Context: an optimization exercise on an open-source flow, tuned for small area and a short achievable clock period. The choices shown serve that exercise and are no tape-out recipe.

==> inputs of run a <==
// perceptron_bp
module perceptron_bp (
  input  logic        clk,
  input  logic        rst,
  input  logic [31:0] pc,
  input  logic        predict_en,
  output logic        prediction,
  output logic        prediction_valid,
  output logic [15:0] confidence,
  input  logic        train_en,
  input  logic [31:0] train_pc,
  input  logic        actual_taken,
  input  logic        history_update_en,
  input  logic        branch_taken,
  output logic [15:0] prediction_count,
  output logic [15:0] misprediction_count
);
==> flow/config.mk <==
export PLATFORM = sky130hd
export DESIGN_NAME = perceptron_bp
export DESIGN_NICKNAME = perceptron_bp
export VERILOG_FILES = /design/flow/design.v
export SDC_FILE = /design/flow/constraint.sdc
export NUM_CORES = 4
export LEC_CHECK = 0
export ABC_CLOCK_PERIOD_IN_PS = 3000
export CAP_MARGIN = 20
export CORE_MARGIN = 2
export CORE_UTILIZATION = 40
export SETUP_SLACK_MARGIN = 3.8
export SLEW_MARGIN = 20
==> flow/constraint.sdc <==
create_clock -name core_clock -period 7.0 [get_ports {clk}]
set_input_delay 1.4000 -clock core_clock [delete_from_list [all_inputs] [get_ports {clk}]]
set_output_delay 1.4000 -clock core_clock [all_outputs]
set_load 0.01 [all_outputs]
run.sh (not shown) runs the stock make flow with config.mk's settings and CLKGATE_MAP_FILE= SYNTH_SCRIPT=/design/flow/synth_recipe.tcl, a recipe that flattens the netlist after the stock synthesis.
==> run b (differences from run a) <==
--- a/flow/design.v
+++ b/flow/design.v
@@ -1,12 +1,13 @@
 module dot_product_unit (
   input  logic         clk,
   input  logic [263:0] u,
   input  logic [5:0]   nzc,
-  output logic [13:0]  d
+  output logic [13:0]  da,
+  output logic [13:0]  db
 );
   logic s1;
   logic c2;
   logic s3;
   logic c4;
   logic s5;
   logic c6;
@@ -1194,18 +1195,16 @@
   assign c526 = (c500 & s501) | (c500 & s475) | (s501 & s475);
   assign s527 = c502 ^ s503 ^ s479;
   assign c528 = (c502 & s503) | (c502 & s479) | (s503 & s479);
   assign s529 = c504 ^ s505 ^ s483;
   assign c530 = (c504 & s505) | (c504 & s483) | (s505 & s483);
   assign s531 = c506 ^ s507 ^ 1'b1;
   assign c532 = (c506 & s507) | (c506 & 1'b1) | (s507 & 1'b1);
-  logic [13:0] opa, opb;
-  assign opa = {1'b1, c532, c530, c528, c526, c524, c522, c520, c518, c516, c514, c512, c510, s509};
-  assign opb = {1'b0, c508, s531, s529, s527, s525, s523, s521, s519, s517, s515, s513, s511, p0_5};
-  assign d = opa + opb;
+  assign da = {1'b1, c532, c530, c528, c526, c524, c522, c520, c518, c516, c514, c512, c510, s509};
+  assign db = {1'b0, c508, s531, s529, s527, s525, s523, s521, s519, s517, s515, s513, s511, p0_5};
 endmodule
 module perceptron_bp (
   input  logic        clk,
   input  logic        rst,
   input  logic [31:0] pc,
   input  logic        predict_en,
   output logic        prediction,
@@ -1220,101 +1219,163 @@
   output logic [15:0] misprediction_count
 );
   localparam int N = 8;
   localparam int ROW = 264;
   logic [2:0] pidx, tidx;
   assign pidx = pc[4:2] ^ pc[12:10] ^ pc[20:18];
   assign tidx = train_pc[4:2] ^ train_pc[12:10] ^ train_pc[20:18];
-  logic [13:0] conf;             
+  logic [6:0]  conf_lo, conf_s0, conf_s1;
+  logic        conf_c;
+  logic [13:0] conf;
+  assign conf = {conf_c ? conf_s1 : conf_s0, conf_lo};
   logic        mispredicted, small_conf, should_train;
   assign mispredicted = conf[13] ^ ~actual_taken;    
   assign small_conf   = conf[13] ? (&conf[12:4] & (|conf[3:0])) : ~(|conf[12:4]);
   assign should_train = train_en & (mispredicted | small_conf);
   logic [N-1:0]   v;             
   logic [N-1:0]   wsel;          
-  logic [N-1:0]   tsel;          
-  logic [N-1:0]   psel;          
+  logic [N-1:0]   tsel_s, tsel_t, tsel_u;
   logic           pv1, pv2, pvalid;
   logic           at_r;          
-  logic           hu_r, hb_r;    
-  logic [31:0]    hd;            
+  logic           hu_r;          
+  logic [32:0]    hx;            
   logic [5:0]     nzc;           
   logic [N-1:0][ROW-1:0] w;      
   logic [15:0]    pcnt, mcnt;
   logic [N-1:0] v_next;
   assign v_next = v | wsel;
+  logic [13:0] dsa, dsb;
+  function automatic logic [13:0] prefix7(input logic [6:0] a, input logic [6:0] b);
+    logic [6:0] g, p, gn, pn;
+    g = a & b;
+    p = a ^ b;
+    for (int d = 1; d < 7; d = d * 2) begin
+      for (int i = 0; i < 7; i++) begin
+        if (i >= d) begin
+          gn[i] = g[i] | (p[i] & g[i-d]);
+          pn[i] = p[i] & p[i-d];
+        end else begin
+          gn[i] = g[i];
+          pn[i] = p[i];
+        end
+      end
+      g = gn;
+      p = pn;
+    end
+    prefix7 = {g, p};
+  endfunction
+  logic [6:0] lg, lpx, ls, hg, hpx, hs0, hs1;
+  logic       lc;
+  assign {lg, lpx} = prefix7(dsa[6:0], dsb[6:0]);
+  assign {hg, hpx} = prefix7(dsa[13:7], dsb[13:7]);
+  assign ls  = (dsa[6:0] ^ dsb[6:0]) ^ {lg[5:0], 1'b0};
+  assign lc  = lg[6];
+  assign hs0 = (dsa[13:7] ^ dsb[13:7]) ^ {hg[5:0], 1'b0};
+  assign hs1 = (dsa[13:7] ^ dsb[13:7]) ^ {hg[5:0] | hpx[5:0], 1'b1};
   always_ff @(posedge clk or posedge rst) begin
     if (rst) begin
       v      <= '0;
       wsel   <= '0;
       pv1    <= 1'b0;
       pv2    <= 1'b0;
       pvalid <= 1'b0;
       hu_r   <= 1'b0;
-      hd     <= '0;
+      hx     <= '0;
       nzc    <= 6'd32;
       pcnt   <= '0;
       mcnt   <= '0;
-      conf   <= '0;
+      conf_lo <= '0;
+      conf_c  <= 1'b0;
+      conf_s0 <= '0;
+      conf_s1 <= '0;
     end else begin
       v      <= v_next;
       for (int e = 0; e < N; e++) wsel[e] <= should_train & (tidx == e);
       pv1    <= predict_en;
       pv2    <= pv1;
       pvalid <= pv2;
       hu_r   <= history_update_en;
-      if (hu_r) begin
-        hd  <= {hd[30:0], hb_r};
-        nzc <= nzc + {5'd0, ~hb_r} - {5'd0, ~hd[31]};
+      if (history_update_en) begin
+        hx  <= {hx[31:0], branch_taken};
+        nzc <= nzc + {5'd0, ~branch_taken} - {5'd0, ~hx[31]};
       end
       if (train_en) begin
         pcnt <= pcnt + 16'd1;
         if (mispredicted) mcnt <= mcnt + 16'd1;
       end
-      if (pv2) conf <= dsum;
+      if (pv2) begin
+        conf_lo <= ls;
+        conf_c  <= lc;
+        conf_s0 <= hs0;
+        conf_s1 <= hs1;
+      end
     end
   end
   always_ff @(posedge clk) begin
     for (int e = 0; e < N; e++) begin
-      tsel[e] <= should_train & (tidx == e) & v_next[e];
-      psel[e] <= (pidx == e) & v_next[e];
+      tsel_s[e] <= should_train & (tidx == e) & v_next[e];
+      tsel_t[e] <= train_en & (tidx == e) & v_next[e];
+      tsel_u[e] <= (tidx == e) & v_next[e];
     end
     at_r <= actual_taken;
-    hb_r <= branch_taken;
   end
-  logic [ROW-1:0] trow, prow;
+  logic [31:0] hprev;
+  assign hprev = hu_r ? hx[32:1] : hx[31:0];
+  logic [ROW-1:0] trow;
   always_comb begin
     trow = '0;
-    prow = '0;
-    for (int e = 0; e < N; e++) begin
-      trow = trow | ({ROW{tsel[e]}} & w[e]);
-      prow = prow | ({ROW{psel[e]}} & w[e]);
-    end
+    for (int e = 0; e < N; e++)
+      trow = trow | ({{96{tsel_u[e]}}, {88{tsel_t[e]}}, {80{tsel_s[e]}}} & w[e]);
   end
   function automatic logic [7:0] step(input logic [7:0] x, input logic up);
-    if (up) step = (x == 8'h7f) ? x : x + 8'd1;
-    else    step = (x == 8'h80) ? x : x - 8'd1;
+    logic [7:0] z;
+    logic [7:0] flip;
+    logic       sat;
+    z = x ^ {8{~up}};
+    sat = (z == 8'h7f);
+    flip[0] = 1'b1;
+    for (int i = 1; i < 8; i++) flip[i] = flip[i-1] & z[i-1];
+    step = x ^ (flip & {8{~sat}});
   endfunction
   logic [ROW-1:0] nrow;
   always_comb begin
     for (int k = 0; k < 32; k++)
-      nrow[k*8 +: 8] = step(trow[k*8 +: 8], at_r == hd[k]);
+      nrow[k*8 +: 8] = step(trow[k*8 +: 8], at_r == hprev[k]);
     nrow[256 +: 8] = step(trow[256 +: 8], at_r);
   end
   always_ff @(posedge clk) begin
     for (int e = 0; e < N; e++)
       if (wsel[e]) w[e] <= nrow;
   end
-  logic [ROW-1:0] u;
+  logic [N-1:0] prsel;
+  logic         fwd;
+  always_comb begin
+    fwd = 1'b0;
+    for (int e = 0; e < N; e++) begin
+      prsel[e] = (pidx == e) & v[e] & ~wsel[e];
+      fwd = fwd | ((pidx == e) & wsel[e]);
+    end
+  end
+  logic [ROW-1:0] prow;
+  always_comb begin
+    prow = {ROW{fwd}} & nrow;
+    for (int e = 0; e < N; e++)
+      prow = prow | ({ROW{prsel[e]}} & w[e]);
+  end
+  logic [ROW-1:0] u, u_r;
+  logic [5:0]     nzc_r;
   always_comb begin
     for (int k = 0; k < 32; k++)
-      u[k*8 +: 8] = prow[k*8 +: 8] ^ {hd[k], {7{~hd[k]}}};
+      u[k*8 +: 8] = prow[k*8 +: 8] ^ {hx[k], {7{~hx[k]}}};
     u[256 +: 8] = prow[256 +: 8] ^ 8'h80;
   end
-  logic [13:0] dsum;
-  dot_product_unit dp (.clk(clk), .u(u), .nzc(nzc), .d(dsum));
+  always_ff @(posedge clk) begin
+    u_r   <= u;
+    nzc_r <= nzc;
+  end
+  dot_product_unit dp (.clk(clk), .u(u_r), .nzc(nzc_r), .da(dsa), .db(dsb));
   assign confidence          = {{2{conf[13]}}, conf};
   assign prediction          = ~conf[13];
   assign prediction_valid    = pvalid;
   assign prediction_count    = pcnt;
   assign misprediction_count = mcnt;
 endmodule
Settings changed: CTS_CLUSTER_DIAMETER from default to 100, CTS_CLUSTER_SIZE from default to 25, SETUP_SLACK_MARGIN 3.8 to 3.2.
==> results.txt <==
Run b completed without violations. Run a went through all stages and came out clean. In run b the non-clock buffer count is lower than in run a, by 446. Critical path depth: run b is lower than run a (3). Between run b and run a, the lower first-iteration DRC count is in run b (gap 13%, measured against run a). Of run a and run b, run a has the higher design area (gap about 7%, measured against run b).
Function was not checked in any run of this note: the RTL went through the layout flow alone.

[separate check: timing with driven ports]
In the flow no input, the clock included, has a driving cell. The finished layouts below were timed again as built, in two steps. Step 1 (the two cells are an assumption about what drives the block):
set clk [get_ports {clk}]
set_driving_cell -lib_cell sky130_fd_sc_hd__clkbuf_16 $clk
set_driving_cell -lib_cell sky130_fd_sc_hd__buf_2 [delete_from_list [all_inputs] $clk]
Step 2 times the ports against the registers' clock, not the clock port: input delays grow and output delays shrink by t, the midpoint of the rising clock arrivals with the driver on. a / b / c = ideal ports / drivers / drivers and shift; a / b = the first two.
| run | shift t [ns] | setup slack, ns | worst slew at a driven data input, ns |
|---|---|---|---|
| run a | 1.024 | 2.234 / 2.234 / 2.234 | 0.04 |
| run b | 0.949 | 3.032 / 3.109 / 2.160 | 0.11 |
After both steps setup and hold are still met in every run listed. The setup slack of run b, which loses most, moves by +0.077 ns with the drivers and by -0.872 ns with both steps.
